This is an optimization exercise on Yosys and OpenROAD, whose aim is small area and a short achievable clock period, not a production implementation.
Where RTL was checked, it was by simulation tests only, not by an equivalence proof against the original.
Power figures rest on the tool's default switching activity, not on a simulated workload.

==> flow/design.v <==
module M216A_TopModule(
    input  wire       clk_i,
    input  wire       rst_i,
    input  wire [4:0] width_i,
    input  wire [4:0] height_i,
    output wire [7:0] index_x_o,
    output wire [7:0] index_y_o,
    output wire [3:0] strike_o
);
    wire [4:0] h = height_i;
    reg s10, s4, s3, s9, s13, s8, s78, s5, s6, s7;
    reg ab0, ab1, ab2;    
    wire idle = ~|h[4:2];
    always @(posedge clk_i) begin
        ab0 <= idle || h == 5'd5 || h == 5'd10;
        ab1 <= idle || h == 5'd6 || h == 5'd11 || h == 5'd12;
        ab2 <= idle || h == 5'd4 || h == 5'd9 || h == 5'd12;
        s10 <= h == 5'd4;
        s4  <= h == 5'd6 || h == 5'd7;
        s3  <= h == 5'd8 || h == 5'd9;
        s9  <= h == 5'd11 || h == 5'd12;
        s13 <= h >= 5'd13;
        s8  <= h == 5'd4 || h == 5'd5;
        s78 <= h == 5'd7 || h == 5'd8;
        s5  <= h == 5'd9 || h == 5'd10;
        s6  <= h == 5'd5 || h == 5'd6;
        s7  <= h == 5'd10 || h == 5'd11;
    end
    wire [4:0] w = width_i;
    wire valid = ~(ab0 & ab1 & ab2);
    reg       started;
    reg [1:0] p;
    always @(posedge clk_i) begin
        if (rst_i) begin
            started <= 1'b0;
            p <= 2'd0;
        end else begin
            if (valid) started <= 1'b1;
            if (valid | started) p <= p + 2'd1;
        end
    end
    wire clr = ~started;
    reg  [52:1] RH, RT;
    wire [3:0] T1  = RT[4:1],   T2  = RT[8:5],   T3  = RT[12:9],  T4  = RT[16:13];
    wire [3:0] T5  = RT[20:17], T6  = RT[24:21], T7  = RT[28:25], T8  = RT[32:29];
    wire [3:0] T9  = RT[36:33], T10 = RT[40:37], T11 = RT[44:41], T12 = RT[48:45];
    wire [3:0] T13 = RT[52:49];
    wire [3:0] A0 = {4{s10}} & T10 | {4{s4}} & T4 | {4{s3}} & T3 | {4{s9}} & T9
                  | {4{s13}} & T13 | {4{ab0}};
    wire [3:0] A1 = {4{s8}} & T8 | {4{s78}} & T1 | {4{s5}} & T5 | {4{s13}} & T12
                  | {4{ab1}};
    wire [3:0] A2 = {4{s6}} & T6 | {4{s78}} & T2 | {4{s7}} & T7 | {4{s13}} & T11
                  | {4{ab2}};
    wire p01 = ~(s78 & s3);
    wire p02 = ~(s78 & s3 | s4 & s6 | s9 & s7);
    function cmp4;
        input [3:0] a, b;
        input c;
        integer i;
        reg r;
        begin
            r = c;
            for (i = 0; i < 4; i = i + 1)
                r = (~a[i] & b[i]) | (~a[i] & r) | (b[i] & r);
            cmp4 = r;
        end
    endfunction
    wire [3:0] klo = 4'd0 - w[3:0];
    wire [3:0] kn  = p[0] ? 4'd7 : klo;
    reg le01, le02, le12, f0, f1, f2;
    always @(posedge clk_i) begin
        le01 <= cmp4(A0, A1, p[0] ? le01 : p01);
        le02 <= cmp4(A0, A2, p[0] ? le02 : p02);
        le12 <= cmp4(A1, A2, ~p[0] | le12);
        f0   <= cmp4(A0, kn, ~p[0] | f0);
        f1   <= cmp4(A1, kn, ~p[0] | f1);
        f2   <= cmp4(A2, kn, ~p[0] | f2);
    end
    wire win0 = le01 & le02;
    wire win1 = ~le01 & le12;
    wire win2 = ~win0 & ~win1;
    wire fit = win0 & f0 | win1 & f1 | win2 & f2;
    reg wr0, wr1, wr2;
    always @(posedge clk_i) begin
        wr0 <= win0;
        wr1 <= win1;
        wr2 <= win2;
    end
    wire sel0 = p[0] ? wr0 : win0;    
    wire sel1 = p[0] ? wr1 : win1;
    wire sel2 = p[0] ? wr2 : win2;
    wire [3:0] Tsel = {4{sel0}} & A0 | {4{sel1}} & A1 | {4{sel2}} & A2;
    wire [3:0] cid = {4{win0 & s10}} & 4'd9 | {4{win0 & s4}} & 4'd3 | {4{win0 & s3}} & 4'd2
                   | {4{win0 & s9}} & 4'd8 | {4{win0 & s13}} & 4'd14
                   | {4{win1 & s8}} & 4'd7 | {4{win1 & s78}} & 4'd0 | {4{win1 & s5}} & 4'd4
                   | {4{win1 & s13}} & 4'd12
                   | {4{win2 & s6}} & 4'd5 | {4{win2 & s78}} & 4'd1 | {4{win2 & s7}} & 4'd6
                   | {4{win2 & s13}} & 4'd10;
    reg [4:0] wr;    
    reg [6:0] xq;
    reg inc;
    always @(posedge clk_i) begin
        wr <= width_i;
        if (p == 2'd2) xq[3:0] <= Tsel;
        if (p == 2'd3) xq[6:4] <= Tsel[2:0];
    end
    wire [4:0] lsum = xq[3:0] + wr[3:0];
    always @(posedge clk_i) inc <= lsum[4] | wr[4];
    wire [3:0] hsum = {1'b0, xq[6:4]} + {3'b0, inc};
    wire [3:0] sum = p[0] ? lsum[3:0] : hsum;    
    localparam NONE = 4'd15, STRIKE = 4'd13;
    reg [3:0] code;
    always @(posedge clk_i) begin
        if (rst_i)
            code <= NONE;
        else if (p == 2'd2)
            code <= ~valid ? NONE : (fit ? cid : STRIKE);
    end
    wire wph = p[0] ~^ p[1];    
    function [3:0] sc;    
        input integer s;
        sc = s <= 11 ? s - 1 : (s == 12 ? 4'd12 : 4'd14);
    endfunction
    wire [3:0] wdat = sum & {4{~clr}};
    reg  [13:1] wen;
    integer s;
    always @(*) begin
        for (s = 1; s <= 13; s = s + 1)
            wen[s] = clr | (wph & (code == sc(s)));
    end
    always @(posedge clk_i) begin
        for (s = 1; s <= 13; s = s + 1) begin
            RH[4*s -: 4] <= RT[4*s -: 4];
            RT[4*s -: 4] <= wen[s] ? wdat : RH[4*s -: 4];
        end
    end
    wire [6:0] ytab = {code, code == 4'd9, code == 4'd5 || code == 4'd7,
                       code == 4'd3 || code == 4'd7};
    wire ld = (p == 2'd2) & (code != NONE);
    wire strike = code == STRIKE;
    reg [6:0] xo, yo;
    reg       xy7;
    reg [3:0] so;
    always @(posedge clk_i) begin
        if (rst_i) begin
            xo  <= 7'd0;
            yo  <= 7'd0;
            xy7 <= 1'b0;
            so  <= 4'd0;
        end else if (ld) begin
            xo  <= strike ? 7'd0 : xq;
            yo  <= strike ? 7'd0 : ytab;
            xy7 <= strike;
            if (strike) so <= so + 4'd1;
        end
    end
    assign index_x_o = {xy7, xo};
    assign index_y_o = {xy7, yo};
    assign strike_o  = so;
endmodule
clock: 4.0 ns
lec_check: 0
cap_margin: 20
core_margin: 2
core_utilization: 40
cts_buf_list: sky130_fd_sc_hd__clkbuf_4 sky130_fd_sc_hd__clkbuf_8
gpl_timing_driven: 0
setup_slack_margin: 2.2
slew_margin: 20
tns_end_percent: 5
standard.sh (not shown) runs the stock make flow with config.mk's settings and CLKGATE_MAP_FILE= SYNTH_SCRIPT=/design/flow/synth_recipe.tcl, a recipe that flattens the netlist after the stock synthesis.
==> flow/flow/run.sh <==
#!/bin/bash
# Standard layout with two changes: the port buffers are buf_2 cells, and
# synthesis maps the logic with flow/abc.script instead of ORFS's
# abc_speed.script (same synthesis otherwise, so the registers are the
# standard synthesis's).  Each step's output goes to its own log here.
set -e
rm -rf scripts_abc
cp -r "$FLOW_HOME/scripts" scripts_abc
cp flow/abc.script scripts_abc/abc_speed.script
export BUFFER_PORTS_ARGS="-buffer_cell sky130_fd_sc_hd__buf_1"
bash standard.sh SCRIPTS_DIR="$PWD/scripts_abc" CTS_ARGS='-sink_clustering_enable -repair_clock_nets -dont_use_dummy_load -buf_list {sky130_fd_sc_hd__clkbuf_4 sky130_fd_sc_hd__clkbuf_8}' finish > standard.log 2>&1
==> flow/flow/abc.script <==
strash
&get -n
&fraig -x
&put
scorr
dc2
dretime
strash
&get -n
&dch -f
&nf
&put
Change:
--- a/flow/design.v
+++ b/flow/design.v
@@ -91,10 +91,10 @@
     wire sel2 = p[0] ? wr2 : win2;
     wire [3:0] Tsel = {4{sel0}} & A0 | {4{sel1}} & A1 | {4{sel2}} & A2;
-    wire [3:0] cid = {4{win0 & s10}} & 4'd9 | {4{win0 & s4}} & 4'd3 | {4{win0 & s3}} & 4'd2
-                   | {4{win0 & s9}} & 4'd8 | {4{win0 & s13}} & 4'd14
-                   | {4{win1 & s8}} & 4'd7 | {4{win1 & s78}} & 4'd0 | {4{win1 & s5}} & 4'd4
+    wire [3:0] cid = {4{win0 & s10}} & 4'd10 | {4{win0 & s4}} & 4'd4 | {4{win0 & s3}} & 4'd3
+                   | {4{win0 & s9}} & 4'd9 | {4{win0 & s13}} & 4'd13
+                   | {4{win1 & s8}} & 4'd8 | {4{win1 & s78}} & 4'd1 | {4{win1 & s5}} & 4'd5
                    | {4{win1 & s13}} & 4'd12
-                   | {4{win2 & s6}} & 4'd5 | {4{win2 & s78}} & 4'd1 | {4{win2 & s7}} & 4'd6
-                   | {4{win2 & s13}} & 4'd10;
+                   | {4{win2 & s6}} & 4'd6 | {4{win2 & s78}} & 4'd2 | {4{win2 & s7}} & 4'd7
+                   | {4{win2 & s13}} & 4'd11;
     reg [4:0] wr;    
     reg [6:0] xq;
@@ -109,17 +109,12 @@
     wire [3:0] hsum = {1'b0, xq[6:4]} + {3'b0, inc};
     wire [3:0] sum = p[0] ? lsum[3:0] : hsum;    
-    localparam NONE = 4'd15, STRIKE = 4'd13;
     reg [3:0] code;
     always @(posedge clk_i) begin
         if (rst_i)
-            code <= NONE;
+            code <= 4'd0;
         else if (p == 2'd2)
-            code <= ~valid ? NONE : (fit ? cid : STRIKE);
+            code <= ~valid ? 4'd0 : (fit ? cid : 4'd15);
     end
     wire wph = p[0] ~^ p[1];    
-    function [3:0] sc;    
-        input integer s;
-        sc = s <= 11 ? s - 1 : (s == 12 ? 4'd12 : 4'd14);
-    endfunction
     wire [3:0] wdat = sum & {4{~clr}};
     reg  [13:1] wen;
@@ -127,5 +122,5 @@
     always @(*) begin
         for (s = 1; s <= 13; s = s + 1)
-            wen[s] = clr | (wph & (code == sc(s)));
+            wen[s] = clr | (wph & (code == s));
     end
     always @(posedge clk_i) begin
@@ -135,8 +130,25 @@
         end
     end
-    wire [6:0] ytab = {code, code == 4'd9, code == 4'd5 || code == 4'd7,
-                       code == 4'd3 || code == 4'd7};
-    wire ld = (p == 2'd2) & (code != NONE);
-    wire strike = code == STRIKE;
+    reg [7:0] ytab;
+    always @(*) begin
+        case (code)
+            4'd1:  ytab = 8'd0;
+            4'd2:  ytab = 8'd8;
+            4'd3:  ytab = 8'd16;
+            4'd4:  ytab = 8'd25;
+            4'd5:  ytab = 8'd32;
+            4'd6:  ytab = 8'd42;
+            4'd7:  ytab = 8'd48;
+            4'd8:  ytab = 8'd59;
+            4'd9:  ytab = 8'd64;
+            4'd10: ytab = 8'd76;
+            4'd11: ytab = 8'd80;
+            4'd12: ytab = 8'd96;
+            4'd13: ytab = 8'd112;
+            default: ytab = 8'd128;
+        endcase
+    end
+    wire ld = (p == 2'd2) & (code != 4'd0);
+    wire strike = code == 4'd15;
     reg [6:0] xo, yo;
     reg       xy7;
@@ -150,5 +162,5 @@
         end else if (ld) begin
             xo  <= strike ? 7'd0 : xq;
-            yo  <= strike ? 7'd0 : ytab;
+            yo  <= ytab[6:0];
             xy7 <= strike;
             if (strike) so <= so + 4'd1;
After rerunning: The changed run produced a clean layout. Register-to-register slack stays flat. Count of clock-buffer cells in the layout stays the same. Utilization drops by 1.5 points. Global-route usage drops by 0.53 points. Sequential power hardly moves. Hold slack is about the same. First-iteration DRC count climbs by 21%.
No functional check of the RTL was part of the second run of this note.

==> separate check: timing with driven ports <==
Ports are ideal in the flow. The routed layouts listed here were re-timed in OpenROAD.
Step 1: set_driving_cell puts a clkbuf_16 on clk_i and a buf_2 on each other input, an assumption about the parent block.
Step 2 adds t to the input delays and takes it off the output delays; t is the mean of the earliest and latest rising clock arrival at the registers after step 1. Input paths then give back, and output paths get back, about the clock's delay inside the block.
Three values: ideal ports, drivers, drivers and shift; two values: the first two.
| run | t, ns | setup WS [ns] | slew at the worst register clock pin (ns) |
|---|---|---|---|
| the first run | 0.472 | 2.105 / 2.105 / 1.797 | 0.09 / 0.09 |
| the second run | 0.485 | 2.103 / 2.103 / 1.661 | 0.08 / 0.08 |
After both steps setup and hold are still met in every run listed. The setup slack of the second run, which loses most, moves by 0.000 ns with the drivers and by -0.442 ns with both steps.
